What follows belongs to an exercise in optimizing a design on an open flow for small area; a production flow would make more cautious choices. At most, simulation tests tie the RTL to the original design; equivalence was not proved. The RTL of run 5 was laid out without a check of its function. No activity file was given, so power comes from the tool's default toggle rates.

===== flow/design.v =====
module nco_sig (
  input         clk,
  input         rst,
  input  [63:0] tune,
  output reg [10:0] Pobs    
);
  reg [63:0] g0;
  reg [31:0] E, H;
  reg        cE;
  wire [31:0] sE, sH;
  wire        coE, coH;
  rca #(32) al (.a(rst ? g0[31:0] : E), .b(tune[31:0]), .ci(1'b0), .s(sE), .co(coE));
  rca #(32) ah (.a(rst ? 32'd0 : H), .b(g0[63:32]), .ci(~rst & cE), .s(sH), .co(coH));
  always @(posedge clk) begin
    g0   <= tune;
    E    <= sE;
    cE   <= coE;
    H    <= sH;
    Pobs <= rst ? 11'd0 : {H[31:22], H[11]};
  end
endmodule
module SinCos (
  input        Clock,
  input  [9:0] Theta,
  output reg       sin_neg,
  output reg [8:0] sin_mag,
  output reg       cos_neg,
  output reg [8:0] cos_mag
);
  wire [1:0] quad = Theta[9:8];
  wire [7:0] addr = quad[0] ? ~Theta[7:0] : Theta[7:0];
  wire [8:0] sv, cv;
  reg  [8:0] lut_value;
  sc_tbl t (.a(addr), .s(sv), .c(cv));
  always @(posedge Clock) begin
    lut_value <= sv;
    sin_neg   <= quad[1];
    sin_mag   <= lut_value;
    cos_neg   <= quad[1] ^ quad[0];
    cos_mag   <= cv;
  end
endmodule
module sc_tbl (input [7:0] a, output [8:0] s, output [8:0] c);
  wire [6:0] x = a[7] ? ~a[6:0] : a[6:0];
  reg  [8:0] t1, t2;      
  always @* begin
    case (x)
      7'd0: begin t1 = 9'd0; t2 = 9'd510; end
      7'd1: begin t1 = 9'd3; t2 = 9'd510; end
      7'd2: begin t1 = 9'd6; t2 = 9'd510; end
      7'd3: begin t1 = 9'd9; t2 = 9'd510; end
      7'd4: begin t1 = 9'd12; t2 = 9'd510; end
      7'd5: begin t1 = 9'd15; t2 = 9'd510; end
      7'd6: begin t1 = 9'd18; t2 = 9'd510; end
      7'd7: begin t1 = 9'd21; t2 = 9'd510; end
      7'd8: begin t1 = 9'd25; t2 = 9'd510; end
      7'd9: begin t1 = 9'd28; t2 = 9'd510; end
      7'd10: begin t1 = 9'd31; t2 = 9'd509; end
      7'd11: begin t1 = 9'd34; t2 = 9'd509; end
      7'd12: begin t1 = 9'd37; t2 = 9'd509; end
      7'd13: begin t1 = 9'd40; t2 = 9'd509; end
      7'd14: begin t1 = 9'd43; t2 = 9'd508; end
      7'd15: begin t1 = 9'd46; t2 = 9'd508; end
      7'd16: begin t1 = 9'd50; t2 = 9'd508; end
      7'd17: begin t1 = 9'd53; t2 = 9'd507; end
      7'd18: begin t1 = 9'd56; t2 = 9'd507; end
      7'd19: begin t1 = 9'd59; t2 = 9'd507; end
      7'd20: begin t1 = 9'd62; t2 = 9'd506; end
      7'd21: begin t1 = 9'd65; t2 = 9'd506; end
      7'd22: begin t1 = 9'd68; t2 = 9'd505; end
      7'd23: begin t1 = 9'd71; t2 = 9'd505; end
      7'd24: begin t1 = 9'd74; t2 = 9'd504; end
      7'd25: begin t1 = 9'd78; t2 = 9'd504; end
      7'd26: begin t1 = 9'd81; t2 = 9'd504; end
      7'd27: begin t1 = 9'd84; t2 = 9'd503; end
      7'd28: begin t1 = 9'd87; t2 = 9'd502; end
      7'd29: begin t1 = 9'd90; t2 = 9'd502; end
      7'd30: begin t1 = 9'd93; t2 = 9'd501; end
      7'd31: begin t1 = 9'd96; t2 = 9'd501; end
      7'd32: begin t1 = 9'd99; t2 = 9'd500; end
      7'd33: begin t1 = 9'd102; t2 = 9'd499; end
      7'd34: begin t1 = 9'd105; t2 = 9'd499; end
      7'd35: begin t1 = 9'd108; t2 = 9'd498; end
      7'd36: begin t1 = 9'd111; t2 = 9'd497; end
      7'd37: begin t1 = 9'd115; t2 = 9'd497; end
      7'd38: begin t1 = 9'd118; t2 = 9'd496; end
      7'd39: begin t1 = 9'd121; t2 = 9'd495; end
      7'd40: begin t1 = 9'd124; t2 = 9'd494; end
      7'd41: begin t1 = 9'd127; t2 = 9'd494; end
      7'd42: begin t1 = 9'd130; t2 = 9'd493; end
      7'd43: begin t1 = 9'd133; t2 = 9'd492; end
      7'd44: begin t1 = 9'd136; t2 = 9'd491; end
      7'd45: begin t1 = 9'd139; t2 = 9'd490; end
      7'd46: begin t1 = 9'd142; t2 = 9'd489; end
      7'd47: begin t1 = 9'd145; t2 = 9'd488; end
      7'd48: begin t1 = 9'd148; t2 = 9'd488; end
      7'd49: begin t1 = 9'd151; t2 = 9'd487; end
      7'd50: begin t1 = 9'd154; t2 = 9'd486; end
      7'd51: begin t1 = 9'd157; t2 = 9'd485; end
      7'd52: begin t1 = 9'd160; t2 = 9'd484; end
      7'd53: begin t1 = 9'd163; t2 = 9'd483; end
      7'd54: begin t1 = 9'd166; t2 = 9'd482; end
      7'd55: begin t1 = 9'd169; t2 = 9'd481; end
      7'd56: begin t1 = 9'd172; t2 = 9'd480; end
      7'd57: begin t1 = 9'd175; t2 = 9'd478; end
      7'd58: begin t1 = 9'd178; t2 = 9'd477; end
      7'd59: begin t1 = 9'd180; t2 = 9'd476; end
      7'd60: begin t1 = 9'd183; t2 = 9'd475; end
      7'd61: begin t1 = 9'd186; t2 = 9'd474; end
      7'd62: begin t1 = 9'd189; t2 = 9'd473; end
      7'd63: begin t1 = 9'd192; t2 = 9'd472; end
      7'd64: begin t1 = 9'd195; t2 = 9'd470; end
      7'd65: begin t1 = 9'd198; t2 = 9'd469; end
      7'd66: begin t1 = 9'd201; t2 = 9'd468; end
      7'd67: begin t1 = 9'd204; t2 = 9'd467; end
      7'd68: begin t1 = 9'd207; t2 = 9'd465; end
      7'd69: begin t1 = 9'd209; t2 = 9'd464; end
      7'd70: begin t1 = 9'd212; t2 = 9'd463; end
      7'd71: begin t1 = 9'd215; t2 = 9'd461; end
      7'd72: begin t1 = 9'd218; t2 = 9'd460; end
      7'd73: begin t1 = 9'd221; t2 = 9'd459; end
      7'd74: begin t1 = 9'd224; t2 = 9'd457; end
      7'd75: begin t1 = 9'd226; t2 = 9'd456; end
      7'd76: begin t1 = 9'd229; t2 = 9'd455; end
      7'd77: begin t1 = 9'd232; t2 = 9'd453; end
      7'd78: begin t1 = 9'd235; t2 = 9'd452; end
      7'd79: begin t1 = 9'd238; t2 = 9'd450; end
      7'd80: begin t1 = 9'd240; t2 = 9'd449; end
      7'd81: begin t1 = 9'd243; t2 = 9'd447; end
      7'd82: begin t1 = 9'd246; t2 = 9'd446; end
      7'd83: begin t1 = 9'd249; t2 = 9'd444; end
      7'd84: begin t1 = 9'd251; t2 = 9'd443; end
      7'd85: begin t1 = 9'd254; t2 = 9'd441; end
      7'd86: begin t1 = 9'd257; t2 = 9'd439; end
      7'd87: begin t1 = 9'd260; t2 = 9'd438; end
      7'd88: begin t1 = 9'd262; t2 = 9'd436; end
      7'd89: begin t1 = 9'd265; t2 = 9'd435; end
      7'd90: begin t1 = 9'd268; t2 = 9'd433; end
      7'd91: begin t1 = 9'd270; t2 = 9'd431; end
      7'd92: begin t1 = 9'd273; t2 = 9'd430; end
      7'd93: begin t1 = 9'd276; t2 = 9'd428; end
      7'd94: begin t1 = 9'd278; t2 = 9'd426; end
      7'd95: begin t1 = 9'd281; t2 = 9'd424; end
      7'd96: begin t1 = 9'd283; t2 = 9'd423; end
      7'd97: begin t1 = 9'd286; t2 = 9'd421; end
      7'd98: begin t1 = 9'd289; t2 = 9'd419; end
      7'd99: begin t1 = 9'd291; t2 = 9'd417; end
      7'd100: begin t1 = 9'd294; t2 = 9'd415; end
      7'd101: begin t1 = 9'd296; t2 = 9'd414; end
      7'd102: begin t1 = 9'd299; t2 = 9'd412; end
      7'd103: begin t1 = 9'd301; t2 = 9'd410; end
      7'd104: begin t1 = 9'd304; t2 = 9'd408; end
      7'd105: begin t1 = 9'd306; t2 = 9'd406; end
      7'd106: begin t1 = 9'd309; t2 = 9'd404; end
      7'd107: begin t1 = 9'd311; t2 = 9'd402; end
      7'd108: begin t1 = 9'd314; t2 = 9'd400; end
      7'd109: begin t1 = 9'd316; t2 = 9'd398; end
      7'd110: begin t1 = 9'd319; t2 = 9'd396; end
      7'd111: begin t1 = 9'd321; t2 = 9'd395; end
      7'd112: begin t1 = 9'd324; t2 = 9'd393; end
      7'd113: begin t1 = 9'd326; t2 = 9'd391; end
      7'd114: begin t1 = 9'd328; t2 = 9'd388; end
      7'd115: begin t1 = 9'd331; t2 = 9'd386; end
      7'd116: begin t1 = 9'd333; t2 = 9'd384; end
      7'd117: begin t1 = 9'd336; t2 = 9'd382; end
      7'd118: begin t1 = 9'd338; t2 = 9'd380; end
      7'd119: begin t1 = 9'd340; t2 = 9'd378; end
      7'd120: begin t1 = 9'd343; t2 = 9'd376; end
      7'd121: begin t1 = 9'd345; t2 = 9'd374; end
      7'd122: begin t1 = 9'd347; t2 = 9'd372; end
      7'd123: begin t1 = 9'd350; t2 = 9'd370; end
      7'd124: begin t1 = 9'd352; t2 = 9'd367; end
      7'd125: begin t1 = 9'd354; t2 = 9'd365; end
      7'd126: begin t1 = 9'd356; t2 = 9'd363; end
      7'd127: begin t1 = 9'd359; t2 = 9'd361; end
      default: begin t1 = 9'd0; t2 = 9'd0; end
    endcase
  end
  assign s = a[7] ? t2 : t1;
  assign c = a[7] ? t1 : t2;
endmodule
module rca #(parameter N = 8) (
  input  [N-1:0] a,
  input  [N-1:0] b,
  input          ci,
  output [N-1:0] s,
  output         co
);
  wire [N:0] c;
  assign c[0] = ci;
  genvar i;
  generate
    for (i = 0; i < N; i = i + 1) begin : g
      assign s[i]   = a[i] ^ b[i] ^ c[i];
      assign c[i+1] = (a[i] & b[i]) | (a[i] & c[i]) | (b[i] & c[i]);
    end
  endgenerate
  assign co = c[N];
endmodule
module cic_ch (
  input        clk,
  input        sgn,       
  input  [8:0] mag,
  input  [2:0] dump,      
  input        plo,       
  input        phi,       
  input        pfirst,    
  input        alt,       
  output       c5         
);
  localparam W = 23;
  reg [W-1:0] d1 [0:2];
  reg [W-1:0] d2 [0:2];
  reg [W-1:0] d3 [0:2];
  reg [W-1:0] d4 [0:2];
  reg [W-1:0] e5 [0:2];
  reg [1:0] c1r, c2r, c3r, c4r, c5r;
  wire [W-1:0] xs [0:2];
  assign xs[0] = {{(W-10){1'b0}}, ~sgn, mag ^ {9{sgn}}};
  assign xs[1] = {W{1'b0}};
  assign xs[2] = {W{1'b0}};
  genvar s;
  generate
    for (s = 0; s < 3; s = s + 1) begin : seg
      wire ci1 = (s == 0) ? sgn  : c1r[(s==0)?0:s-1];
      wire ci2 = (s == 0) ? 1'b0 : c2r[(s==0)?0:s-1];
      wire ci3 = (s == 0) ? 1'b0 : c3r[(s==0)?0:s-1];
      wire ci4 = (s == 0) ? 1'b0 : c4r[(s==0)?0:s-1];
      wire ci5 = (s == 0) ? 1'b0 : c5r[(s==0)?0:s-1];
      wire [W-1:0] s1, s2, s3, s4, s5;
      wire co1, co2, co3, co4, co5;
      wire [W-1:0] e5in = dump[s] ? {W{1'b0}} : e5[s];
      rca #(W) a1 (.a(d1[s]), .b(xs[s]), .ci(ci1), .s(s1), .co(co1));
      rca #(W) a2 (.a(d2[s]), .b(d1[s]), .ci(ci2), .s(s2), .co(co2));
      rca #(W) a3 (.a(d3[s]), .b(d2[s]), .ci(ci3), .s(s3), .co(co3));
      rca #(W) a4 (.a(d4[s]), .b(d3[s]), .ci(ci4), .s(s4), .co(co4));
      rca #(W) a5 (.a(e5in),  .b(d4[s]), .ci(ci5), .s(s5), .co(co5));
      always @(posedge clk) begin
        d1[s] <= s1;
        d2[s] <= s2;
        d3[s] <= s3;
        d4[s] <= s4;
        e5[s] <= s5;
      end
      if (s < 2) begin : cr
        always @(posedge clk) begin
          c1r[s] <= co1;
          c2r[s] <= co2;
          c3r[s] <= co3;
          c4r[s] <= co4;
          c5r[s] <= co5;
        end
      end
    end
  endgenerate
  wire [68:0] e5w = {e5[2], e5[1], e5[0]};
  reg  [63:0] dt;
  reg  [4:0]  dth;
  genvar p;
  generate
    for (p = 0; p < 64; p = p + 1) begin : dtp
      localparam integer J0 = (p - 29 + 128) % 64;    
      localparam integer J1 = (p - 28 + 128) % 64;    
      localparam integer J2 = (p - 27 + 128) % 64;    
      wire ld0 = dump[0] && (J0 < 23);
      wire ld1 = dump[1] && (J1 >= 23) && (J1 < 46);
      wire ld2 = dump[2] && (J2 >= 46);
      always @(posedge clk)
        dt[p] <= ld0 ? e5w[J0] : ld1 ? e5w[J1] : ld2 ? e5w[J2] : dt[(p + 1) % 64];
    end
  endgenerate
  always @(posedge clk)
    if (dump[2])  dth <= e5w[68:64];
    else if (phi) dth <= {1'b0, dth[4:1]};
  wire c1 = plo ? (alt ? dt[32] : dt[0]) : dth[0];
  reg [63:0] p1, p2, p3, p4;
  reg [4:0]  h1, h2, h3, h4;
  reg b2, b3, b4, b5;
  wire q1 = plo ? (alt ? p1[32] : p1[0]) : h1[0];
  wire q2 = plo ? (alt ? p2[32] : p2[0]) : h2[0];
  wire q3 = plo ? (alt ? p3[32] : p3[0]) : h3[0];
  wire q4 = plo ? (alt ? p4[32] : p4[0]) : h4[0];
  wire w0 = plo & ~alt;     
  wire w1 = plo &  alt;     
  wire i2 = pfirst ? 1'b0 : b2;
  wire i3 = pfirst ? 1'b0 : b3;
  wire i4 = pfirst ? 1'b0 : b4;
  wire i5 = pfirst ? 1'b0 : b5;
  wire c2 = c1 ^ q1 ^ i2;
  wire c3 = c2 ^ q2 ^ i3;
  wire c4 = c3 ^ q3 ^ i4;
  assign c5 = c4 ^ q4 ^ i5;
  always @(posedge clk) begin
    b2 <= (~c1 & (q1 | i2)) | (q1 & i2);
    b3 <= (~c2 & (q2 | i3)) | (q2 & i3);
    b4 <= (~c3 & (q3 | i4)) | (q3 & i4);
    b5 <= (~c4 & (q4 | i5)) | (q4 & i5);
    p1 <= {w0 ? c1 : p1[0], p1[63:33], w1 ? c1 : p1[32], p1[31:1]};
    p2 <= {w0 ? c2 : p2[0], p2[63:33], w1 ? c2 : p2[32], p2[31:1]};
    p3 <= {w0 ? c3 : p3[0], p3[63:33], w1 ? c3 : p3[32], p3[31:1]};
    p4 <= {w0 ? c4 : p4[0], p4[63:33], w1 ? c4 : p4[32], p4[31:1]};
    if (phi) begin
      h1 <= {c1, h1[4:1]};
      h2 <= {c2, h2[4:1]};
      h3 <= {c3, h3[4:1]};
      h4 <= {c4, h4[4:1]};
    end
  end
endmodule
module Hilbert (
  input             clk,
  input             rst,
  input      [11:0] count,
  input             sI,       
  input             sQ,       
  output            wrI,      
  output            wrQ,      
  output            stI,      
  output            stQ,      
  output reg [31:0] accl,
  output reg [11:0] acch,
  output reg [31:0] Iout
);
  wire [4:0] b5   = count[4:0];
  wire       last = (b5 == 5'd31);
  wire       b0   = (b5 == 5'd0);
  wire       tick = (count == 12'd4000);
  reg [5:0] aI, aQ;
  always @(posedge clk) begin
    if (rst) begin
      aI <= 6'd0;
      aQ <= 6'd0;
    end else begin
      if (last)      aI <= (aI == 6'd0)  ? 6'd59 : aI - 6'd1;
      else if (tick) aI <= (aI == 6'd59) ? 6'd0  : aI + 6'd1;
      if (last)      aQ <= (aQ == 6'd0)  ? 6'd32 : aQ - 6'd1;
      else if (tick) aQ <= (aQ == 6'd32) ? 6'd0  : aQ + 6'd1;
    end
  end
  wire [11:0] cmag =
    ({12{aI == 6'd0}} & 12'd8) |
    ({12{aI == 6'd6}} & 12'd8) |
    ({12{aI == 6'd8}} & 12'd10) |
    ({12{aI == 6'd10}} & 12'd15) |
    ({12{aI == 6'd12}} & 12'd23) |
    ({12{aI == 6'd14}} & 12'd36) |
    ({12{aI == 6'd16}} & 12'd55) |
    ({12{aI == 6'd18}} & 12'd80) |
    ({12{aI == 6'd20}} & 12'd114) |
    ({12{aI == 6'd22}} & 12'd159) |
    ({12{aI == 6'd24}} & 12'd223) |
    ({12{aI == 6'd26}} & 12'd319) |
    ({12{aI == 6'd28}} & 12'd482) |
    ({12{aI == 6'd30}} & 12'd845) |
    ({12{aI == 6'd32}} & 12'd2599) |
    ({12{aI == 6'd34}} & 12'd2599) |
    ({12{aI == 6'd36}} & 12'd845) |
    ({12{aI == 6'd38}} & 12'd482) |
    ({12{aI == 6'd40}} & 12'd319) |
    ({12{aI == 6'd42}} & 12'd223) |
    ({12{aI == 6'd44}} & 12'd159) |
    ({12{aI == 6'd46}} & 12'd114) |
    ({12{aI == 6'd48}} & 12'd80) |
    ({12{aI == 6'd50}} & 12'd55) |
    ({12{aI == 6'd52}} & 12'd36) |
    ({12{aI == 6'd54}} & 12'd23) |
    ({12{aI == 6'd56}} & 12'd15) |
    ({12{aI == 6'd58}} & 12'd10);
  wire cneg =
    (aI == 6'd6) |
    (aI == 6'd8) |
    (aI == 6'd10) |
    (aI == 6'd12) |
    (aI == 6'd14) |
    (aI == 6'd16) |
    (aI == 6'd18) |
    (aI == 6'd20) |
    (aI == 6'd22) |
    (aI == 6'd24) |
    (aI == 6'd26) |
    (aI == 6'd28) |
    (aI == 6'd30) |
    (aI == 6'd32);
  assign stI = (aI == 6'd2) && (b5 == 5'd27) && (count >= 12'd1019) && (count < 12'd2939);
  assign stQ = (aQ == 6'd2) && (b5 == 5'd27) && (count >= 12'd1019) && (count < 12'd2075);
  reg [1919:0] RI;
  wire bitI = RI[0];
  wire pass  = (count >= 12'd1056) && (count < 12'd2976);
  wire firstw = (count[11:5] == 7'd33);           
  assign wrI = pass && (aI == 6'd0);
  always @(posedge clk)
    RI <= {wrI ? sI : bitI, RI[1919:1]};
  wire        neg  = cneg ^ last;
  wire        xb   = pass & bitI;
  wire [13:0] opnd = {14{xb}} & ({2'b00, cmag} ^ {14{neg}});
  reg  [12:0] T;
  wire [13:0] tin  = b0 ? 14'd0 : {T[12], T};
  wire [13:0] tsum;
  wire        tco;
  rca #(14) at (.a(tin), .b(opnd), .ci(xb & neg), .s(tsum), .co(tco));
  reg  cy;
  wire ab  = firstw ? 1'b0 : accl[0];
  wire e   = tsum[0];
  wire ci  = b0 ? 1'b0 : cy;
  wire sb  = ab ^ e ^ ci;
  wire co  = (ab & e) | (ab & ci) | (e & ci);
  wire [11:0] hsum;
  wire        hco;
  wire hadd = b0 && (count >= 12'd1088) && (count <= 12'd2976);
  rca #(12) ah (.a((count == 12'd1088) ? 12'd0 : acch), .b(T[11:0]), .ci(cy),
                .s(hsum), .co(hco));
  always @(posedge clk) begin
    T    <= tsum[13:1];
    cy   <= co;
    accl <= {pass ? sb : accl[0], accl[31:1]};
    if (hadd) acch <= hsum;
  end
  reg [1055:0] RQ;
  wire bitQ = RQ[0];
  reg  qp;
  assign wrQ = qp && (aQ == 6'd0);
  always @(posedge clk) begin
    RQ   <= {wrQ ? sQ : bitQ, RQ[1055:1]};
    Iout <= {wrQ ? bitQ : Iout[0], Iout[31:1]};
    if (rst)                    qp <= 1'b0;
    else if (count == 12'd1055) qp <= 1'b1;
    else if (wrQ && last)       qp <= 1'b0;
  end
endmodule
module SPI_Master (
  input         osc_clk,
  input  [11:0] count,
  input  [31:0] rot,        
  input  [11:0] hi,         
  input         MISO,
  output        MOSI,
  output reg    led         
);
  parameter LO = 0;         
  wire        win = (count >= 12'd3) && (count <= 12'd514);
  wire [11:0] r   = 12'd514 - count;
  wire [4:0]  idx = r[8:4];                  
  wire [7:0]  w   = r[11:4];                 
  wire [4:0]  i   = w[4:0] - 5'd1;
  wire [5:0]  j   = {1'b0, i} + LO;          
  wire [4:0]  d   = j[4:0] - count[4:0];
  wire        cat = (w >= 8'd1) && (w <= 8'd32) && !j[5] && (count[3:0] == j[3:0]);
  wire        tap = d[4] ? rot[16] : rot[0];
  reg  [1:0]  m;
  always @(posedge osc_clk)
    if (cat) m[i[0]] <= tap;
  wire [5:0]  k   = {1'b0, idx} + LO;
  assign MOSI = win & (k[5] ? hi[k[3:0]] : m[idx[0]]);
  reg m0;
  always @(posedge osc_clk) begin
    if (count == 12'd508) m0  <= MISO;
    if (count == 12'd521) led <= m0;
  end
endmodule
module SPI_Ctl (
  input  [11:0] count,
  output        SCK,
  output        SSEL
);
  wire [11:0] t = count - 12'd11;
  assign SSEL = !((count >= 12'd3) && (count <= 12'd521));
  assign SCK  = (count >= 12'd11) && (count <= 12'd514) && !t[3];
endmodule
module PWM (
  input         clk,
  input  [11:0] count,
  input  [31:0] a,
  input  [31:0] b,
  output reg    PWMOut
);
  wire [29:0] s;
  wire        co;
  rca #(30) ad (.a(a[29:0]), .b(b[29:0]), .ci(1'b0), .s(s), .co(co));
  reg [9:0] DataInReg;
  always @(posedge clk) begin
    if (count == 12'd1024) DataInReg <= {~s[29], s[28:20]};
    PWMOut <= !(count[9:0] > DataInReg);
  end
endmodule
module top
  (
	input osc_clk,
	input rst,
	input [63:0] tune,
	output [7:0] MYLED,
	output TX_NCO,
	input  RFIn,
	output RFOut,
	output MOSI_I,
	input MISO_I,
	output SCK_I,
	output SSEL_I,
	output MOSI_Q,
	input MISO_Q,
	output SCK_Q,
	output SSEL_Q,
	output PWMOut
	);
  reg [11:0] count;
  always @(posedge osc_clk)
    count <= rst ? 12'd0 : count + 12'd1;
  reg RFInR1, RFInR;
  always @(posedge osc_clk) begin
    RFInR1 <= RFIn;
    RFInR  <= RFInR1;
  end
  assign RFOut = RFInR1;
  wire [10:0] Pobs;
  nco_sig ncoGen (.clk(osc_clk), .rst(rst), .tune(tune), .Pobs(Pobs));
  wire sin_neg, cos_neg;
  wire [8:0] sin_mag, cos_mag;
  SinCos SinCos1 (.Clock(osc_clk), .Theta(Pobs[10:1]),
                  .sin_neg(sin_neg), .sin_mag(sin_mag),
                  .cos_neg(cos_neg), .cos_mag(cos_mag));
  assign TX_NCO = Pobs[0];
  assign MYLED[2] = sin_mag[4] ^ (sin_neg & (|sin_mag[3:0]));
  assign MYLED[1] = sin_neg & (|sin_mag);
  assign MYLED[7:6] = 2'b01;
  assign MYLED[3] = 1'b1;
  assign MYLED[0] = 1'b1;
  wire [2:0] dump = {count == 12'd4095, count == 12'd4094, count == 12'd4093};
  wire sI, sQ, wrI, wrQ, stI, stQ;
  wire ploI, phiI, pfI, altI, ploQ, phiQ, pfQ, altQ;
  comb_ctl ctlI (.clk(osc_clk), .rst(rst), .start(stI), .cnt(count[5:0]),
                 .plo(ploI), .phi(phiI), .pfirst(pfI), .alt(altI));
  comb_ctl ctlQ (.clk(osc_clk), .rst(rst), .start(stQ), .cnt(count[5:0]),
                 .plo(ploQ), .phi(phiQ), .pfirst(pfQ), .alt(altQ));
  cic_ch CIC_I (.clk(osc_clk), .sgn(RFInR ^ sin_neg), .mag(sin_mag), .dump(dump),
                .plo(ploI), .phi(phiI), .pfirst(pfI), .alt(altI), .c5(sI));
  cic_ch CIC_Q (.clk(osc_clk), .sgn(RFInR ^ cos_neg), .mag(cos_mag), .dump(dump),
                .plo(ploQ), .phi(phiQ), .pfirst(pfQ), .alt(altQ), .c5(sQ));
  wire [31:0] accl, Iout;
  wire [11:0] acch;
  Hilbert Hilbert (.clk(osc_clk), .rst(rst), .count(count), .sI(sI), .sQ(sQ),
                   .wrI(wrI), .wrQ(wrQ), .stI(stI), .stQ(stQ), .accl(accl), .acch(acch), .Iout(Iout));
  SPI_Master #(.LO(0)) SPI_Master_I (.osc_clk(osc_clk), .count(count), .rot(Iout),
                           .hi(12'd0), .MISO(MISO_I), .MOSI(MOSI_I), .led(MYLED[4]));
  SPI_Master #(.LO(12)) SPI_Master_Q (.osc_clk(osc_clk), .count(count), .rot(accl),
                           .hi(acch), .MISO(MISO_Q), .MOSI(MOSI_Q), .led(MYLED[5]));
  wire sck, ssel;
  SPI_Ctl spictl (.count(count), .SCK(sck), .SSEL(ssel));
  assign SCK_I = sck;
  assign SCK_Q = sck;
  assign SSEL_I = ssel;
  assign SSEL_Q = ssel;
  PWM PWM1 (.clk(osc_clk), .count(count), .a({acch, accl[31:12]}), .b(Iout),
            .PWMOut(PWMOut));
endmodule
module comb_ctl (
  input        clk,
  input        rst,
  input        start,
  input  [5:0] cnt,     
  output       plo,
  output       phi,
  output       pfirst,
  output       alt
);
  reg       act, alt_r;
  reg [1:0] blk;
  wire      run = act | start;
  wire [1:0] b  = start ? 2'd0 : blk;
  always @(posedge clk) begin
    if (rst)                                     act <= 1'b0;
    else if (start)                              act <= 1'b1;
    else if (blk == 2'd2 && cnt[4:0] == 5'd31)   act <= 1'b0;
    if (start)                    blk <= 2'd0;
    else if (cnt[4:0] == 5'd26)   blk <= blk + 2'd1;
    if (start) alt_r <= cnt[5];
  end
  assign alt    = start ? cnt[5] : alt_r;
  assign plo    = run && (b != 2'd2);
  assign phi    = run && (b == 2'd2);
  assign pfirst = start;
endmodule

===== flow/run.sh =====
#!/bin/bash
# synth_recipe.tcl (not shown) runs the flow's synth.tcl, then flattens the netlist and writes it again
# the make line also repeats each setting of config.mk as NAME=value (left out here)
make -C /OpenROAD-flow-scripts/flow DESIGN_CONFIG=/design/flow/config.mk WORK_HOME=/design/flow/orfs CLKGATE_MAP_FILE= SYNTH_SCRIPT=/design/flow/synth_recipe.tcl finish

===== flow/config.mk =====
export PLATFORM = sky130hd
export DESIGN_NAME = top
export DESIGN_NICKNAME = top
export VERILOG_FILES = /design/flow/design.v
export SDC_FILE = /design/flow/constraint.sdc
export NUM_CORES = 4
export LEC_CHECK = 0
export ABC_AREA = 1
export CAP_MARGIN = 20
export CORE_MARGIN = 2
export CORE_UTILIZATION = 60
export CTS_CLUSTER_DIAMETER = 150
export CTS_CLUSTER_SIZE = 29
export SLEW_MARGIN = 20

===== flow/constraint.sdc =====
create_clock -name core_clock -period 15.4 [get_ports {osc_clk}]
set_input_delay 3.0800 -clock core_clock [delete_from_list [all_inputs] [get_ports {osc_clk}]]
set_output_delay 3.0800 -clock core_clock [all_outputs]
set_load 0.01 [all_outputs]

==> flow_summary.yaml, run 1 <==
floorplan:
  row_count: 164
  die-width_um: 452.2
  die_h_um: 452.2
  dieArea_um2: 204400
  core_um2: 199700
  initial_utilization_pct: 60.36
  pin_count: 86
global_routing:
  grt_max_degree: 74
  grt_pass1_wl_um: 247000
  track_usage_pct: 14.70
  grt.overflow.total: 0
  grt_pass1_vias: 48530
  antenna_found_initial: 6
route:
  wl_um: 142500
  drc: 0
  drt_iter0_drc: 2012
  dr.pass1.iters: 5
  vias: 46850
  ant_nets: 0
  wl_per_cell_um: 13.60
  viasPerCell: 4.472
timing:
  drv_slew: 0
  skew_ns: 0.04849
  setup_viol: 0
  fin_crit_sh_pct: 97.49
  hold_viol: 0
  rsz0062_at_grt: "no"
  slew_headroom_pct: 31.74
  max_clock_freq_mhz: 66.60
  worstMarginPinSlew_ns: 1.024
  finalCriticalPeriod_ns: 15.01
  setup_ws_ns: 0.3858
critical_path:
  path_delay_family: "adder cells"
  critPathRequiredTime_ns: 16.21
  slowest_stage: "clkdlybuf4s50_1"
  critical_path_arrival_ns: 15.82
  reg2reg_from: "ncoGen.cE$_DFF_P_"
  crit_type: "in -> reg"
  cp-start-kind: "input pin"
  crit_top_cell: "fa_1"
  cp_max_fo: 2
  crit_buf_inv: 3
  crit_start: "tune[0]"
  endpoint_kind: "flip-flop"
  max_stage_delay_ns: 0.42
cells_and_area:
  drive_above_1_share_pct: 5.294
  syn_to_final_growth_pct: 7.275
  layout_commonest_cell: "dfxtp_1"
  nNetsFinal: 8686
  fin_util_pct: 64.75
  layout.cells.non_filler: 10480
  final_cell_mix: "dfxtp_1, fa_1, inv_1"
  multi_input_area_um2: 23110
  fin_area_um2: 129300
  nFillCells: 14350
  regArea_um2: 94830
logic_synthesis:
  syn_area_um2: 120500
  synth_seq_cells: 4697
  ys_seq_area_share_pct: 78.69
  yosysWarnings: 20
  synthCells: 7592
  synth_flop_cell: "dfxtp_1"
  syn_avg_cell_area_um2: 15.87
  synthArstFlopShare_pct: 0
  synth_cell_types: 62
  synth-edff-count: 80
clock_tree:
  ctsLongestPathBuffers: 3
  hold_buffers: 0
  clk_latency_ns: 0.85
  clkSlewWorstSetupHoldPaths_ns: 0.10
  clock_sinks: 4697
  cts_tree: "yes"
  cts-root-buf: "clkbuf_16"
  post_cts_resized: 0
  h-tree-depth: 4
  numCtsBuffers: 179
  post_cts_buffers: 0
placement:
  dp.cells: 10270
  placed_area_um2: 124400
  dp_hpwl_um: 89910
  io_buffers: 81
  dpl_worst_slack_ns: -0.5346
  place_congestion: 0.8288
pwr:
  power_density_nw_per_um2: 170.2
  p_leak_nw: 55.77
  worst_ir_drop_vdd_mv: 0.1316
worst_hold_path:
  min-delay-start: "Hilbert.accl[4]$_DFF_P_"
  hold_class: "reg -> reg"
flow_run:
  cap_violations: 0
outcome:
  outcome: "no timing/DRC/antenna violations"
sequential cells by signal (all words and copies together) (netlist names), 69 cells and up, named ones only:
register and flops:
CIC_I.d3 69, Hilbert.RI 1920, CIC_I.d1 69, CIC_I.e5 69, CIC_Q.e5 69, CIC_Q.d1 69, Hilbert.RQ 1056, CIC_Q.d3 69
CIC_I.d2 69, CIC_Q.d4 69, CIC_I.d4 69, CIC_Q.d2 69
cells by family (layout without fill, tap and decap cells):
kind of cell | count (synthesis) | in the layout | share of synthesized area [%]
flops | 4697 | 4697 | 78.69
simple gates | 907 | 907 | 3.109
fa+ha+maj | 827 | 827 | 12.69
buf+inv | 666 | 892 | 2.171
compound gates | 267 | 267 | 1.332
mux | 130 | 130 | 1.213
xor+xnor | 96 | 96 | 0.7849
other cells | 2 | 5 | 0.006232
worst paths after layout:
path	endpoint	slack, ns	cells past startpoint
max reg2reg	ncoGen.H[31]$_DFF_P_	2.55	35
min reg2reg	Hilbert.accl[3]$_DFF_P_	0.30	0
min	Hilbert.accl[3]$_DFF_P_	0.30	0
max	ncoGen.E[31]$_DFF_P_	0.39	35
cell usage after synthesis (all sizes together) (7+ instances only):
library cell  number  share of area, %
xor2              63              0.46
dfxtp           4617                77
ha               168               1.7
nand3             88              0.37
nor2             201              0.68
nor3              26              0.11
o21ai            113              0.48
nand4             20              0.10
edfxtp            80               2.0
xnor2             33              0.32
or2                9             0.047
mux2             128               1.2
o22ai             13             0.067
buf               51              0.26
nor4               9             0.047
fa               659                11
a22oi              9             0.056
a211oi             8             0.050
nand2            552               1.7
clkbuf            36              0.11
a221oi             8             0.058
o221ai             7             0.051
o211ai            11             0.069
inv              573               1.8
a21oi             62              0.26
a31oi             11             0.057
layout make-up:
cell class | instances | share of cell area, %
Timing Repair Buffer | 102 | 0.7472
Antenna cell | 1 | 0.001936
Multi-Input combinational cell | 2231 | 17.88
Clock buffer | 199 | 3.539
Inverter | 579 | 1.685
Clock inverter | 12 | 0.2226
Sequential cell | 4697 | 73.36
Tap cell | 2656 | 2.571
per-layer routing:
layer	GRT usage [%]	wire (um)	up-vias
li1	-	-	23670
met1	22.84	74620	22480
met2	21.46	60050	459
met3	2.499	4457	249
met4	3.888	3386	0
met5	0	0	-
report_power, final:
group,internal [mW],switching (mW),total (mW)
registers,12.9,0.373,13.2
logic,1.29,1.99,3.28
clock network,2.16,3.34,5.50
metrics by stage:
step / TNS (ns) / power, mW / hold slack, ns
3_3_place_gp: -0.7719 / 16.76 / 0.3097
6_report: 0 / 22.00 / 0.3006
5_1_grt: 0 / 23.41 / 0.3106
4_1_cts: 0 / 22.37 / 0.3021
2_1_floorplan: 0 / 15.93 / 0.3096
3_5_place_dp: -1.424 / 16.90 / 0.3121
==> run 2, diff against run 1 <==
--- a/flow/config.mk
+++ b/flow/config.mk
@@ -12,3 +12,3 @@
 export CTS_CLUSTER_DIAMETER = 150
-export CTS_CLUSTER_SIZE = 29
+export CTS_CLUSTER_SIZE = 28
 export SLEW_MARGIN = 20
==> run 2 against run 1 <==
  * Critical path depth is the same
  * First-iteration DRC count up 2.2%
  * Non-clock buffer count stayed put
  * Sequential share of layout area down 0.15 points
  * Critical path type unchanged
  * Critical endpoint unchanged
==> flow_summary.yaml, run 2 <==
logic_synthesis:
  synthCells: 7592
  syn_area_um2: 120500
  synthArstFlopShare_pct: 0
  synth_seq_cells: 4697
  synth_cell_types: 62
  yosys.cell_count.top_type: "dfxtp_1"
  ys_top_cells_by_count: "dfxtp_1, fa_1, inv_1, nand2_1, nor2_1"
  synth_flop_cell: "dfxtp_1"
  yosysWarnings: 20
  synth.largest_area_cell: "dfxtp_1"
  ys_seq_area_share_pct: 78.69
  yosysTopAreaCellShare_pct: 76.70
  synth-edff-count: 80
  syn_avg_cell_area_um2: 15.87
  synth_area_leaders: "dfxtp_1, fa_1, edfxtp_1"
critical_path:
  cp_max_fo: 2
  reg2reg_from: "ncoGen.cE$_DFF_P_"
  critical_path_arrival_ns: 15.80
  slowest_stage: "clkdlybuf4s50_1"
  cp-start-kind: "input pin"
  crit_start: "tune[0]"
  crit_top_cell: "fa_1"
  critPathRequiredTime_ns: 16.20
  endpoint_kind: "flip-flop"
  crit_type: "in -> reg"
  max_stage_delay_ns: 0.42
timing:
  rsz0062_at_grt: "no"
  worstMarginPinSlew_ns: 1.026
  skew_ns: 0.07317
  fin_hold_ws_ns: 0.2907
  drv_slew: 0
  slew_headroom_pct: 31.61
  setup_ws_ns: 0.3952
  max_clock_freq_mhz: 66.65
  setup_viol: 0
  finalCriticalPeriod_ns: 15.00
  fin_crit_sh_pct: 97.43
  hold_viol: 0
placement:
  dp_hpwl_um: 89910
  dpl_worst_slack_ns: -0.5346
  dp.cells: 10270
  place_congestion: 0.8288
  io_buffers: 81
  placed_area_um2: 124400
floorplan:
  initial_utilization_pct: 60.36
  row_count: 164
  die-width_um: 452.2
  die_h_um: 452.2
  dieArea_um2: 204400
  pin_count: 86
  core_um2: 199700
cells_and_area:
  layout.cells.non_filler: 10490
  final_cell_mix: "dfxtp_1, fa_1, inv_1"
  nFillCells: 14270
  top_register: "Hilbert.RI"
  fin_area_um2: 129500
  largest_register_ffs: 1920
  syn_to_final_growth_pct: 7.492
  drive_above_1_share_pct: 5.403
  top_regs: "Hilbert.RI x1920, Hilbert.RQ x1056"
  layout_commonest_cell: "dfxtp_1"
  nNetsFinal: 8692
route:
  vias: 46890
  drt_iter0_drc: 2057
  drc: 0
  viasPerCell: 4.470
  ant_nets: 0
  dr.pass1.iters: 5
  wl_um: 143000
  wl_per_cell_um: 13.63
worst_hold_path:
  hold_class: "reg -> reg"
  min-delay-start: "CIC_Q.p1[25]$_DFF_P_"
global_routing:
  track_usage_pct: 14.80
  grt_pass1_wl_um: 248400
  grt_max_degree: 74
  antenna_found_initial: 6
  grt_pass1_vias: 48770
  grt.overflow.total: 0
clock_tree:
  numCtsBuffers: 185
  clock_sinks: 4697
  ctsLongestPathBuffers: 3
  post_cts_resized: 0
  cts_tree: "yes"
  cts-root-buf: "clkbuf_16"
  hold_buffers: 0
  clkSlewWorstSetupHoldPaths_ns: 0.10
  post_cts_buffers: 0
  clk_latency_ns: 0.88
  h-tree-depth: 4
outcome:
  outcome: "no timing/DRC/antenna violations"
flow_run:
  cap_violations: 0
pwr:
  p_leak_nw: 55.88
  worst_ir_drop_vdd_mv: 0.1127
  finalPower_mw: 22.12
  power_density_nw_per_um2: 170.8
## run 2: cell count changes in the layout (fill, tap and decap cells not counted), sizes merged
cell,before,now
clkbuf,199,204
clkinv,16,19
diode,1,4
inv,575,576
## run 2: power breakdown
group | switching, mW | internal (mW) | leakage [nW]
combinational | 1.99 | 1.29 | 15.3
sequential | 0.373 | 12.9 | 38.1
clock | 3.39 | 2.22 | 2.46
total | 5.75 | 16.4 | 55.9
## run 2: metrics by stage
| stage | util [%] | setup TNS (ns) |
|---|---|---|
| final | 64.88 | 0 |
| after global routing | 64.88 | 0 |
| after CTS | 64.87 | 0 |
| after detailed placement | 62.31 | -1.424 |
| after global placement | 62.31 | -0.7719 |
| after floorplan | - | 0 |
## run 2: layout make-up
class	count	area [um2]	share of cell area (%)
diodes	4	10.01	0.007727
clock inverters	16	416.7	0.3216
multi-input cells	2231	23110	17.84
inverters	579	2178	1.682
well taps	2656	3323	2.565
flip-flops and latches	4697	94830	73.21
clock buffers	204	4701	3.629
repair buffers	102	965.9	0.7457
## run 2: routing by layer
layer	global-route usage, %	wire (um)
met1	22.85	74500
met2	21.77	60220
met3	2.411	4339
met4	4.123	3928
met5	0	0
## run 2: path summary, 6_finish.rpt
check,to,slack [ns],cells past startpoint
worst max-delay path,ncoGen.E[31]$_DFF_P_,0.40,35
worst min-delay path,CIC_Q.p1[24]$_DFF_P_,0.29,0
worst max register to register,ncoGen.H[31]$_DFF_P_,2.52,35
worst min register to register,CIC_Q.p1[24]$_DFF_P_,0.29,0
## run 2: cell families after synthesis
logic type / Yosys count / share of synthesized area (%)
xor+xnor: 96 / 0.7849
mux: 130 / 1.213
buf+inv: 666 / 2.171
fa+ha+maj: 827 / 12.69
other cells: 2 / 0.006232
flops: 4697 / 78.69
simple gates: 907 / 3.109
compound gates: 267 / 1.332
## run 2: critical path: cells and delay by family
| family | cells | cell delay [ns] |
|---|---|---|
| adders and majority gates | 32 | 12.14 |
| buffers and inverters | 3 | 0.56 |
==> run 3, diff against run 2 <==
--- a/flow/config.mk
+++ b/flow/config.mk
@@ -11,2 +11,3 @@
 export CORE_UTILIZATION = 60
+export CTS_BUF_LIST = sky130_fd_sc_hd__clkbuf_8 sky130_fd_sc_hd__clkbuf_16
 export CTS_CLUSTER_DIAMETER = 150
==> run 3 against run 2 <==
  * Die area did not move
  * Count of clock-buffer cells in the layout shrank 19
  * Non-clock buffer count unchanged
  * Utilization is the same
  * Register-to-register slack is essentially flat
  * Area after synthesis unchanged
  * Flip-flop and latch count is the same
  * Critical endpoint unchanged
  * Largest power group unchanged
  * Highest routed layer unchanged
==> flow_summary.yaml, run 3 <==
floorplan:
  dieArea_um2: 204400
  initial_utilization_pct: 60.36
  pin_count: 86
  row_count: 164
  die_h_um: 452.2
  core_um2: 199700
  die-width_um: 452.2
clock_tree:
  h-tree-depth: 4
  ctsLongestPathBuffers: 3
  post_cts_buffers: 0
  clk_latency_ns: 0.88
  numCtsBuffers: 185
  clkSlewWorstSetupHoldPaths_ns: 0.10
  clock_sinks: 4697
  hold_buffers: 0
  post_cts_resized: 0
  cts_tree: "yes"
  cts-root-buf: "clkbuf_16"
global_routing:
  track_usage_pct: 14.80
  grt_max_degree: 74
  antenna_found_initial: 6
  grt_pass1_vias: 48770
  grt.overflow.total: 0
  grt_pass1_wl_um: 248400
cells_and_area:
  nNetsFinal: 8692
  layout.cells.non_filler: 10490
  syn_to_final_growth_pct: 7.492
  final_cell_mix: "dfxtp_1, fa_1, inv_1"
  top_regs: "Hilbert.RI x1920, Hilbert.RQ x1056"
  drive_above_1_share_pct: 5.403
  layout_commonest_cell: "dfxtp_1"
  top_register: "Hilbert.RI"
  largest_register_ffs: 1920
critical_path:
  regToRegEndpoint: "ncoGen.H[31]$_DFF_P_"
  rrSetupSlack_ns: 2.52
  crit_start: "tune[0]"
  crit_type: "in -> reg"
  critPathRequiredTime_ns: 16.20
  cp-start-kind: "input pin"
  crit_top_cell: "fa_1"
  reg2reg_from: "ncoGen.cE$_DFF_P_"
  cp_max_fo: 2
  rr_worst_depth: 35
  max_stage_delay_ns: 0.42
  slowest_stage: "clkdlybuf4s50_1"
  critical_path_arrival_ns: 15.80
  endpoint: "ncoGen.E[31]$_DFF_P_"
  endpoint_kind: "flip-flop"
logic_synthesis:
  synth_cell_types: 62
  yosys.cell_count.top_type: "dfxtp_1"
  yosysWarnings: 20
  ys_top_cells_by_count: "dfxtp_1, fa_1, inv_1, nand2_1, nor2_1"
  synth.largest_area_cell: "dfxtp_1"
  syn_area_um2: 120500
  synthArstFlopShare_pct: 0
  synth_seq_cells: 4697
  yosysTopAreaCellShare_pct: 76.70
  ys_seq_area_share_pct: 78.69
  synth_area_leaders: "dfxtp_1, fa_1, edfxtp_1"
  syn_avg_cell_area_um2: 15.87
  synth-edff-count: 80
  synth_flop_cell: "dfxtp_1"
  synthCells: 7592
flow_run:
  cap_violations: 0
timing:
  drv_slew: 0
  slew_headroom_pct: 31.64
  finalCriticalPeriod_ns: 15.01
  setup_viol: 0
  hold_viol: 0
  fin_hold_ws_ns: 0.2909
  setup_ws_ns: 0.3950
  max_clock_freq_mhz: 66.64
  worstMarginPinSlew_ns: 1.025
  skew_ns: 0.07339
  rsz0062_at_grt: "no"
  fin_crit_sh_pct: 97.44
route:
  wl_per_cell_um: 13.63
  vias: 46870
  viasPerCell: 4.469
  drt_iter0_drc: 2065
  dr.pass1.iters: 5
  ant_nets: 0
  drc: 0
  wl_um: 142900
worst_hold_path:
  hold_class: "reg -> reg"
  min-delay-start: "CIC_Q.p1[25]$_DFF_P_"
placement:
  place_congestion: 0.8288
  io_buffers: 81
  dpl_worst_slack_ns: -0.5346
  dp_hpwl_um: 89910
  dp.cells: 10270
pwr:
  p_leak_nw: 55.96
  power_density_nw_per_um2: 170.7
  worst_ir_drop_vdd_mv: 0.1127
  finalPower_mw: 22.11
outcome:
  outcome: "no timing/DRC/antenna violations"
[run 3: cell counts after synthesis]
Identical to the previous run, type by type.
[run 3: layer usage]
| layer | track usage [%] | vias to the layer above | wire length (um) |
|---|---|---|---|
| li1 | - | 23670 | - |
| met1 | 22.85 | 22510 | 74290 |
| met2 | 21.77 | 438 | 60460 |
| met3 | 2.411 | 256 | 4409 |
| met4 | 4.123 | 0 | 3782 |
| met5 | 0 | - | 0 |
[run 3: logic make-up (layout without fill, tap and decap cells)]
kind of cell / after synthesis / count (layout) / share of synthesized area (%)
mux: 130 / 130 / 1.213
other cells: 2 / 8 / 0.006232
flops: 4697 / 4697 / 78.69
fa+ha+maj: 827 / 827 / 12.69
compound gates: 267 / 267 / 1.332
xor+xnor: 96 / 96 / 0.7849
simple gates: 907 / 907 / 3.109
buf+inv: 666 / 901 / 2.171
[run 3: area by class of cell]
cell class,count,area (um2)
Tap cell,2656,3323
Multi-Input combinational cell,2231,23110
Antenna cell,4,10.01
Timing Repair Buffer,102,965.9
Sequential cell,4697,94830
Fill cell,14270,70120
Clock buffer,185,4629
Clock inverter,35,488.0
Inverter,579,2178
[run 3: worst min-delay path by stage]
stage                         endpoint  slack, ns  cells past startpoint
2_1_floorplan     CIC_I.dt[27]$_DFF_P_       0.31                      0
3_3_place_gp   Hilbert.RQ[480]$_DFF_P_       0.31                      0
3_5_place_dp      CIC_I.p1[39]$_DFF_P_       0.31                      0
4_1_cts           CIC_Q.p1[24]$_DFF_P_       0.28                      0
5_1_grt           CIC_Q.p2[23]$_DFF_P_       0.29                      0
6_report          CIC_Q.p1[24]$_DFF_P_       0.29                      0
[run 3: critical path: cells and delay by family]
kind | cells | cell delay [ns]
adder cells (fa/ha/maj) | 32 | 12.14
buffers and inverters | 3 | 0.56
[run 3: power by group]
part / switching (mW) / internal, mW / total [mW]
clock: 3.39 / 2.21 / 5.61
combinational: 1.99 / 1.29 / 3.28
sequential: 0.373 / 12.9 / 13.2
total: 5.75 / 16.4 / 22.1
[run 3: through the flow]
stage	cell area [um2]	setup TNS (ns)	utilization, %
floorplan	120600	0	-
global placement	124400	-0.7719	62.31
detailed placement	124400	-1.424	62.31
CTS	129500	0	64.87
global route	129500	0	64.88
finish	129500	0	64.88
==> run 4, diff against run 3 <==
--- a/flow/config.mk
+++ b/flow/config.mk
@@ -11,5 +11,5 @@
 export CORE_UTILIZATION = 60
-export CTS_BUF_LIST = sky130_fd_sc_hd__clkbuf_8 sky130_fd_sc_hd__clkbuf_16
-export CTS_CLUSTER_DIAMETER = 150
-export CTS_CLUSTER_SIZE = 28
+export CTS_BUF_LIST = sky130_fd_sc_hd__clkbuf_8
+export CTS_CLUSTER_DIAMETER = 100
+export CTS_CLUSTER_SIZE = 16
 export SLEW_MARGIN = 20
==> run 4 against run 3 <==
  * Non-clock buffer count unchanged
  * Count of clock-buffer cells in the layout increased by 164
  * Clock power decreased by 3%
  * Global-route usage increased by 0.19 points
  * Final cell count increased by 1.6%
  * Wire length increased by 0.92%
  * Hold slack got worse by 0.018 ns
  * Area after synthesis unchanged
  * Critical endpoint unchanged
  * Highest routed layer unchanged
  * Final area about the same
  * Combinational power about the same
==> flow_summary.yaml, run 4 <==
outcome:
  outcome: "no timing/DRC/antenna violations"
worst_hold_path:
  hold_class: "reg -> reg"
  hold_depth: 0
  hold_end: "Hilbert.RI[1772]$_DFF_P_"
  min-delay-start: "Hilbert.RI[1773]$_DFF_P_"
global_routing:
  grt.overflow.total: 0
  grt_pass1_wl_um: 251800
  track_usage_pct: 14.99
  grt_max_degree: 74
  grt_pass1_vias: 50170
  antenna_found_initial: 7
logic_synthesis:
  synth-edff-count: 80
  synth_cell_types: 62
  syn_avg_cell_area_um2: 15.87
  yosysTopAreaCellShare_pct: 76.70
  syn_area_um2: 120500
  synth.largest_area_cell: "dfxtp_1"
  ys_top_cells_by_count: "dfxtp_1, fa_1, inv_1, nand2_1, nor2_1"
  synthArstFlopShare_pct: 0
  synthCells: 7592
  synth_seq_cells: 4697
  synth_area_leaders: "dfxtp_1, fa_1, edfxtp_1"
  ys_seq_area_share_pct: 78.69
  yosysWarnings: 20
  yosys.cell_count.top_type: "dfxtp_1"
  synth_flop_cell: "dfxtp_1"
clock_tree:
  clk_latency_ns: 1.04
  h-tree-depth: 5
  hold_buffers: 0
  post_cts_resized: 0
  post_cts_buffers: 0
  cts_tree: "yes"
  numCtsBuffers: 344
  clock_sinks: 4697
  clkSlewWorstSetupHoldPaths_ns: 0.10
  ctsLongestPathBuffers: 4
  cts-root-buf: "clkbuf_8"
placement:
  placed_area_um2: 124400
  dp_hpwl_um: 89910
  place_congestion: 0.8288
  io_buffers: 81
  dpl_worst_slack_ns: -0.5346
  dp.cells: 10270
route:
  drc: 0
  wl_per_cell_um: 13.54
  vias: 47770
  ant_nets: 0
  wl_um: 144300
  dr.pass1.iters: 6
  drt_iter0_drc: 1834
  viasPerCell: 4.484
critical_path:
  max_stage_delay_ns: 0.42
  critPathRequiredTime_ns: 16.40
  cp_max_fo: 2
  crit_type: "in -> reg"
  rrSetupSlack_ns: 2.48
  rr_worst_depth: 35
  slowest_stage: "clkdlybuf4s50_1"
  crit_top_cell: "fa_1"
  cp-start-kind: "input pin"
  critical_path_arrival_ns: 15.79
  regToRegEndpoint: "ncoGen.H[31]$_DFF_P_"
  endpoint_kind: "flip-flop"
  reg2reg_from: "ncoGen.cE$_DFF_P_"
cells_and_area:
  top_regs: "Hilbert.RI x1920, Hilbert.RQ x1056"
  drive_above_1_share_pct: 7.284
  fin_area_um2: 129400
  regArea_um2: 94830
  multi_input_area_um2: 23110
  final_cell_mix: "dfxtp_1, fa_1, inv_1"
  largest_register_ffs: 1920
  layout.cells.non_filler: 10650
  layout_commonest_cell: "dfxtp_1"
  nNetsFinal: 8851
  syn_to_final_growth_pct: 7.389
  fin_util_pct: 64.82
  top_register: "Hilbert.RI"
  nFillCells: 14340
pwr:
  p_leak_nw: 56.08
  worst_ir_drop_vdd_mv: 0.1302
  power_density_nw_per_um2: 169.5
  finalPower_mw: 21.94
timing:
  worstMarginPinSlew_ns: 1.025
  setup_viol: 0
  slew_headroom_pct: 31.66
  setup_tns_ns: 0
  max_clock_freq_mhz: 67.61
  fin_hold_ws_ns: 0.2732
  rsz0062_at_grt: "no"
  skew_ns: 0.09381
  hold_viol: 0
  finalCriticalPeriod_ns: 14.79
  drv_slew: 0
  fin_crit_sh_pct: 96.04
  setup_ws_ns: 0.6094
floorplan:
  dieArea_um2: 204400
  die_h_um: 452.2
  die-width_um: 452.2
  pin_count: 86
  initial_utilization_pct: 60.36
  core_um2: 199700
  row_count: 164
flow_run:
  cap_violations: 0
[run 4: per-layer routing]
metal	track usage [%]	vias to the layer above	part of all wire (%)
met2	21.62	634	42
met5	0	-	0
met3	2.813	354	3.5
met4	5.430	0	3.2
met1	22.75	22820	51
li1	-	23960	-
[run 4: area by class of cell]
cell class,instances,area share (%)
tap,2656,2.568
multi-input combinational,2231,17.86
sequential,4697,73.28
clock buffer,349,3.712
inverter,579,1.683
timing repair buffer,102,0.7464
clock inverter,32,0.1402
antenna,7,0.01354
[run 4: logic make-up after synthesis]
| logic type | Yosys count | share of synthesized area (%) |
|---|---|---|
| AO/OA/AOI/OAI | 267 | 1.332 |
| XOR/XNOR | 96 | 0.7849 |
| adder cells (fa/ha/maj) | 827 | 12.69 |
| buffers and inverters | 666 | 2.171 |
| flip-flops | 4697 | 78.69 |
| multiplexers | 130 | 1.213 |
| other | 2 | 0.006232 |
| AND/OR/NAND/NOR | 907 | 3.109 |
[run 4: worst max-delay path by stage]
stage | start | end | slack (ns) | cells after the start
CTS | tune[0] | ncoGen.E[31]$_DFF_P_ | 0.66 | 35
detailed placement | tune[0] | ncoGen.E[31]$_DFF_P_ | -0.53 | 35
finish | tune[0] | ncoGen.E[31]$_DFF_P_ | 0.61 | 35
floorplan | rst | ncoGen.H[31]$_DFF_P_ | 0.006 | 37
global route | tune[0] | ncoGen.E[31]$_DFF_P_ | 0.30 | 35
global placement | tune[0] | ncoGen.E[31]$_DFF_P_ | -0.38 | 35
[run 4: worst max-delay path, delay by kind of cell]
kind / cells / cell delay, ns
adders and majority gates: 32 / 12.13
buffers and inverters: 3 / 0.56
[run 4: where the power goes]
group | total, mW | leakage, nW | switching, mW | internal, mW
registers | 13.2 | 38.1 | 0.372 | 12.8
logic | 3.28 | 15.3 | 1.99 | 1.29
clock network | 5.44 | 2.66 | 3.38 | 2.06
total | 21.9 | 56.1 | 5.74 | 16.2
==> run 5, diff against run 4 <==
--- a/flow/design.v
+++ b/flow/design.v
@@ -203,3 +203,3 @@
   input  [8:0] mag,
-  input  [2:0] dump,      
+  input  [1:0] dump,      
   input        plo,       
@@ -210,48 +210,25 @@
 );
-  localparam W = 23;
-  reg [W-1:0] d1 [0:2];
-  reg [W-1:0] d2 [0:2];
-  reg [W-1:0] d3 [0:2];
-  reg [W-1:0] d4 [0:2];
-  reg [W-1:0] e5 [0:2];
-  reg [1:0] c1r, c2r, c3r, c4r, c5r;
-  wire [W-1:0] xs [0:2];
-  assign xs[0] = {{(W-10){1'b0}}, ~sgn, mag ^ {9{sgn}}};
-  assign xs[1] = {W{1'b0}};
-  assign xs[2] = {W{1'b0}};
-  genvar s;
-  generate
-    for (s = 0; s < 3; s = s + 1) begin : seg
-      wire ci1 = (s == 0) ? sgn  : c1r[(s==0)?0:s-1];
-      wire ci2 = (s == 0) ? 1'b0 : c2r[(s==0)?0:s-1];
-      wire ci3 = (s == 0) ? 1'b0 : c3r[(s==0)?0:s-1];
-      wire ci4 = (s == 0) ? 1'b0 : c4r[(s==0)?0:s-1];
-      wire ci5 = (s == 0) ? 1'b0 : c5r[(s==0)?0:s-1];
-      wire [W-1:0] s1, s2, s3, s4, s5;
-      wire co1, co2, co3, co4, co5;
-      wire [W-1:0] e5in = dump[s] ? {W{1'b0}} : e5[s];
-      rca #(W) a1 (.a(d1[s]), .b(xs[s]), .ci(ci1), .s(s1), .co(co1));
-      rca #(W) a2 (.a(d2[s]), .b(d1[s]), .ci(ci2), .s(s2), .co(co2));
-      rca #(W) a3 (.a(d3[s]), .b(d2[s]), .ci(ci3), .s(s3), .co(co3));
-      rca #(W) a4 (.a(d4[s]), .b(d3[s]), .ci(ci4), .s(s4), .co(co4));
-      rca #(W) a5 (.a(e5in),  .b(d4[s]), .ci(ci5), .s(s5), .co(co5));
-      always @(posedge clk) begin
-        d1[s] <= s1;
-        d2[s] <= s2;
-        d3[s] <= s3;
-        d4[s] <= s4;
-        e5[s] <= s5;
-      end
-      if (s < 2) begin : cr
-        always @(posedge clk) begin
-          c1r[s] <= co1;
-          c2r[s] <= co2;
-          c3r[s] <= co3;
-          c4r[s] <= co4;
-          c5r[s] <= co5;
-        end
-      end
-    end
-  endgenerate
-  wire [68:0] e5w = {e5[2], e5[1], e5[0]};
+  reg [34:0] d1a, d2a, d3a, d4a, e5a;
+  reg [33:0] d1b, d2b, d3b, d4b, e5b;
+  reg c1r, c2r, c3r, c4r, c5r;
+  wire [34:0] x0 = {25'd0, ~sgn, mag ^ {9{sgn}}};
+  wire [34:0] s1a, s2a, s3a, s4a, s5a;
+  wire [33:0] s1b, s2b, s3b, s4b, s5b;
+  wire co1, co2, co3, co4, co5, cb1, cb2, cb3, cb4, cb5;
+  rca #(35) a1a (.a(d1a), .b(x0),  .ci(sgn),  .s(s1a), .co(co1));
+  rca #(35) a2a (.a(d2a), .b(d1a), .ci(1'b0), .s(s2a), .co(co2));
+  rca #(35) a3a (.a(d3a), .b(d2a), .ci(1'b0), .s(s3a), .co(co3));
+  rca #(35) a4a (.a(d4a), .b(d3a), .ci(1'b0), .s(s4a), .co(co4));
+  rca #(35) a5a (.a(dump[0] ? 35'd0 : e5a), .b(d4a), .ci(1'b0), .s(s5a), .co(co5));
+  rca #(34) a1b (.a(d1b), .b(34'd0), .ci(c1r), .s(s1b), .co(cb1));
+  rca #(34) a2b (.a(d2b), .b(d1b),   .ci(c2r), .s(s2b), .co(cb2));
+  rca #(34) a3b (.a(d3b), .b(d2b),   .ci(c3r), .s(s3b), .co(cb3));
+  rca #(34) a4b (.a(d4b), .b(d3b),   .ci(c4r), .s(s4b), .co(cb4));
+  rca #(34) a5b (.a(dump[1] ? 34'd0 : e5b), .b(d4b), .ci(c5r), .s(s5b), .co(cb5));
+  always @(posedge clk) begin
+    d1a <= s1a; d2a <= s2a; d3a <= s3a; d4a <= s4a; e5a <= s5a;
+    d1b <= s1b; d2b <= s2b; d3b <= s3b; d4b <= s4b; e5b <= s5b;
+    c1r <= co1; c2r <= co2; c3r <= co3; c4r <= co4; c5r <= co5;
+  end
+  wire [68:0] e5w = {e5b, e5a};
   reg  [63:0] dt;
@@ -263,8 +240,6 @@
       localparam integer J1 = (p - 28 + 128) % 64;    
-      localparam integer J2 = (p - 27 + 128) % 64;    
-      wire ld0 = dump[0] && (J0 < 23);
-      wire ld1 = dump[1] && (J1 >= 23) && (J1 < 46);
-      wire ld2 = dump[2] && (J2 >= 46);
+      wire ld0 = dump[0] && (J0 < 35);
+      wire ld1 = dump[1] && (J1 >= 35);
       always @(posedge clk)
-        dt[p] <= ld0 ? e5w[J0] : ld1 ? e5w[J1] : ld2 ? e5w[J2] : dt[(p + 1) % 64];
+        dt[p] <= ld0 ? e5w[J0] : ld1 ? e5w[J1] : dt[(p + 1) % 64];
     end
@@ -272,3 +247,3 @@
   always @(posedge clk)
-    if (dump[2])  dth <= e5w[68:64];
+    if (dump[1])  dth <= e5w[68:64];
     else if (phi) dth <= {1'b0, dth[4:1]};
@@ -525,3 +500,3 @@
   assign MYLED[0] = 1'b1;
-  wire [2:0] dump = {count == 12'd4095, count == 12'd4094, count == 12'd4093};
+  wire [1:0] dump = {count == 12'd4094, count == 12'd4093};
   wire sI, sQ, wrI, wrQ, stI, stQ;
--- a/flow/config.mk
+++ b/flow/config.mk
@@ -11,5 +11,4 @@
 export CORE_UTILIZATION = 60
-export CTS_BUF_LIST = sky130_fd_sc_hd__clkbuf_8
-export CTS_CLUSTER_DIAMETER = 100
-export CTS_CLUSTER_SIZE = 16
+export CTS_CLUSTER_DIAMETER = 150
+export CTS_CLUSTER_SIZE = 28
 export SLEW_MARGIN = 20
==> run 5 against run 4 <==
  * Still clean
  * Combinational power is 2% lower
  * Non-clock buffer count is 34 higher
  * Sequential power hardly changed
  * Critical path depth is 2 higher
  * Maximum frequency is 1.2% lower
  * Area after synthesis is 0.48% lower
==> flow_summary.yaml, run 5 <==
pwr:
  combPwrFrac_pct: 14.6
  worst_ir_drop_vdd_mv: 0.1291
  p_int_mw: 16.24
  finalPower_mw: 21.90
  p_sw_share_pct: 25.84
  netSwitchingPower_mw: 5.659
  power_density_nw_per_um2: 168.5
  p_seq_share_pct: 59.8
  p_leak_nw: 55.14
  p_clk_share_pct: 25.6
route:
  ant_nets: 0
  dr.pass1.iters: 5
  drt_iter0_drc: 2222
  wl_um: 143500
  vias: 46700
  drc: 0
  viasPerCell: 4.469
  wl_per_cell_um: 13.73
worst_hold_path:
  hold_depth: 0
  min-delay-start: "CIC_Q.p3[35]$_DFF_P_"
  hold_class: "reg -> reg"
global_routing:
  track_usage_pct: 14.80
  grt_pass1_wl_um: 247800
  antenna_found_initial: 5
  grt_pass1_vias: 47960
  grt.overflow.total: 0
  grt_max_degree: 93
logic_synthesis:
  yosysTopAreaCellShare_pct: 76.90
  synth_cell_types: 63
  syn_area_um2: 119900
  synth.largest_area_cell: "dfxtp_1"
  yosys.cell_count.top_type: "dfxtp_1"
  syn_avg_cell_area_um2: 15.95
  synth_seq_cells: 4687
  yosysWarnings: 10
  ys_top_cells_by_count: "dfxtp_1, fa_1, nand2_1, inv_1, nor2_1"
  synth_area_leaders: "dfxtp_1, fa_1, edfxtp_1"
  ys_seq_area_share_pct: 78.90
  synthCells: 7521
  synth-edff-count: 80
  synth_flop_cell: "dfxtp_1"
  synthArstFlopShare_pct: 0
cells_and_area:
  fin_area_um2: 130000
  drive_above_1_share_pct: 9.539
  syn_to_final_growth_pct: 8.376
  multi_input_area_um2: 23760
  top_regs: "Hilbert.RI x1920, Hilbert.RQ x1056"
  regArea_um2: 94630
  largest_register_ffs: 1920
  nNetsFinal: 8657
  top_register: "Hilbert.RI"
  final_cell_mix: "dfxtp_1, nand2_1, inv_1"
  nFillCells: 14250
  fin_util_pct: 65.24
  layout_commonest_cell: "dfxtp_1"
floorplan:
  core_um2: 199200
  die-width_um: 451.1
  pin_count: 86
  die_h_um: 451.1
  dieArea_um2: 203500
  row_count: 164
  initial_utilization_pct: 60.19
critical_path:
  endpoint_kind: "flip-flop"
  reg2reg_from: "CIC_I.d4a[0]$_DFF_P_"
  critPathRequiredTime_ns: 16.18
  slowest_stage: "fa_1"
  cp_max_fo: 2
  crit_top_cell: "fa_2"
  crit_start: "CIC_I.d4a[0]$_DFF_P_"
  critical_path_arrival_ns: 15.75
  crit_type: "reg -> reg"
  cp-start-kind: "flip-flop"
  max_stage_delay_ns: 0.47
  rrSetupSlack_ns: 0.43
  rr_worst_depth: 37
outcome:
  outcome: "no timing/DRC/antenna violations"
clock_tree:
  numCtsBuffers: 185
  h-tree-depth: 4
  hold_buffers: 0
  clkSlewWorstSetupHoldPaths_ns: 0.11
  clk_latency_ns: 0.86
  cts_tree: "yes"
  clock_sinks: 4687
  cts-root-buf: "clkbuf_16"
  ctsLongestPathBuffers: 3
placement:
  place_congestion: 0.8223
  dp_hpwl_um: 90000
  placed_area_um2: 124400
  io_buffers: 81
timing:
  skew_ns: 0.06110
  slew_headroom_pct: 45.46
  setup_viol: 0
  finalCriticalPeriod_ns: 14.97
  rsz0062_at_grt: "no"
  hold_viol: 0
  worstMarginPinSlew_ns: 0.8181
  max_clock_freq_mhz: 66.79
  setup_tns_ns: 0
  fin_crit_sh_pct: 97.22
  drv_slew: 0
flow_run:
  cap_violations: 0
==> run 5: cell count changes after synthesis, sizes merged, moves of 12 or more <==
| cell | previous run | this run |
|---|---|---|
| buf | 51 | 25 |
| a21oi | 62 | 81 |
| nor2 | 201 | 218 |
| inv | 573 | 517 |
| xor2 | 63 | 51 |
| nand2 | 552 | 537 |
| clkbuf | 36 | 60 |
==> run 5: worst paths after layout <==
kind | endpoint
setup / recovery | CIC_I.d4a[34]$_DFF_P_
hold / removal | CIC_Q.p3[34]$_DFF_P_
setup reg to reg | CIC_I.d4a[34]$_DFF_P_
hold reg to reg | CIC_Q.p3[34]$_DFF_P_
==> run 5: layout make-up <==
| class | count | share of cell area [%] |
|---|---|---|
| Antenna cell | 6 | 0.01155 |
| Sequential cell | 4687 | 72.80 |
| Multi-Input combinational cell | 2229 | 18.28 |
| Inverter | 522 | 1.509 |
| Clock buffer | 203 | 3.646 |
| Clock inverter | 12 | 0.2195 |
| Timing Repair Buffer | 136 | 0.9693 |
| Tap cell | 2656 | 2.557 |
==> run 5: cell families after synthesis <==
group | after synthesis | share of synthesized area, %
compound gates | 275 | 1.352
xor+xnor | 86 | 0.6750
fa+ha+maj | 827 | 12.75
buf+inv | 607 | 1.962
flops | 4687 | 78.90
mux | 136 | 1.274
other cells | 2 | 0.006262
simple gates | 901 | 3.075
==> run 5: stage by stage <==
stage	worst slack, ns	instances	hold WS (ns)
floorplan	-0.04396	7523	0.3096
global placement	-0.4641	10230	0.3096
detailed placement	-0.4691	10230	0.3121
CTS	0.001648	10450	0.3038
global route	0.0003180	10450	0.3174
finish	0.4287	10450	0.3036
==> run 5: layer usage <==
| layer | vias to the layer above | part of all wire, % | global-route usage (%) |
|---|---|---|---|
| met4 | 0 | 2.4 | 4.384 |
| met5 | - | 0 | 0 |
| met3 | 225 | 3.1 | 2.472 |
| met2 | 442 | 42 | 21.65 |
| li1 | 23650 | - | - |
| met1 | 22390 | 52 | 22.79 |
==> run 5: repair_timing <==
action,in CTS,in global routing
endpoints found under the setup margin,29,33
gates resized for setup,78,114
buffers inserted,2,0
pin swaps,6,10
==> run 5: worst max-delay path, delay by kind of cell (launching register included) <==
family | cells | cell delay (ns)
adder cells (fa/ha/maj) | 35 | 14.43
flip-flops | 1 | 0.33
buffers and inverters | 2 | 0.14
==> run 5: power groups by stage <==
stage	Sequential, mW	Combinational [mW]	Clock [mW]
after floorplan	13.3	2.31	0
after global routing	13.2	3.81	6.25
final	13.1	3.20	5.60
after detailed placement	13.4	3.16	0
after global placement	13.4	3.10	0
after CTS	13.1	3.21	5.82

what the ideal ports hide:
The results above use ideal ports. As a check the final layouts listed here were re-extracted and re-timed, cells and wires unchanged.
Step 1: set_driving_cell puts a clkbuf_16 on osc_clk and a buf_2 on each other input, an assumption about the parent block.
Step 2, shift: input delay + t, output delay - t, t = (earliest + latest rising clock arrival at the registers) / 2. This alone moves slack from input paths to output paths.
Three values: ideal ports, drivers, drivers and shift; two values: the first two.
run	t (ns)	setup slack, ns	latest minus earliest clock arrival (ns)	worst data-port slew with drivers (ns)	pins driven straight from the clock port
run 1	0.907	0.386 / 0.447 / -0.461	0.056 / 0.055	0.21	1
run 2	0.922	0.395 / 0.452 / -0.470	0.076 / 0.077	0.26	1
run 3	0.922	0.395 / 0.452 / -0.471	0.077 / 0.077	0.26	1
run 4	1.084	0.609 / 0.665 / -0.419	0.122 / 0.122	0.21	1
run 5	0.913	0.429 / 0.429 / -0.420	0.066 / 0.066	0.24	1
Met with ideal ports but missed after step 2: setup timing in every run listed. For run 4, which loses most, drivers alone change the setup slack by +0.056 ns; drivers and shift together by -1.028 ns.
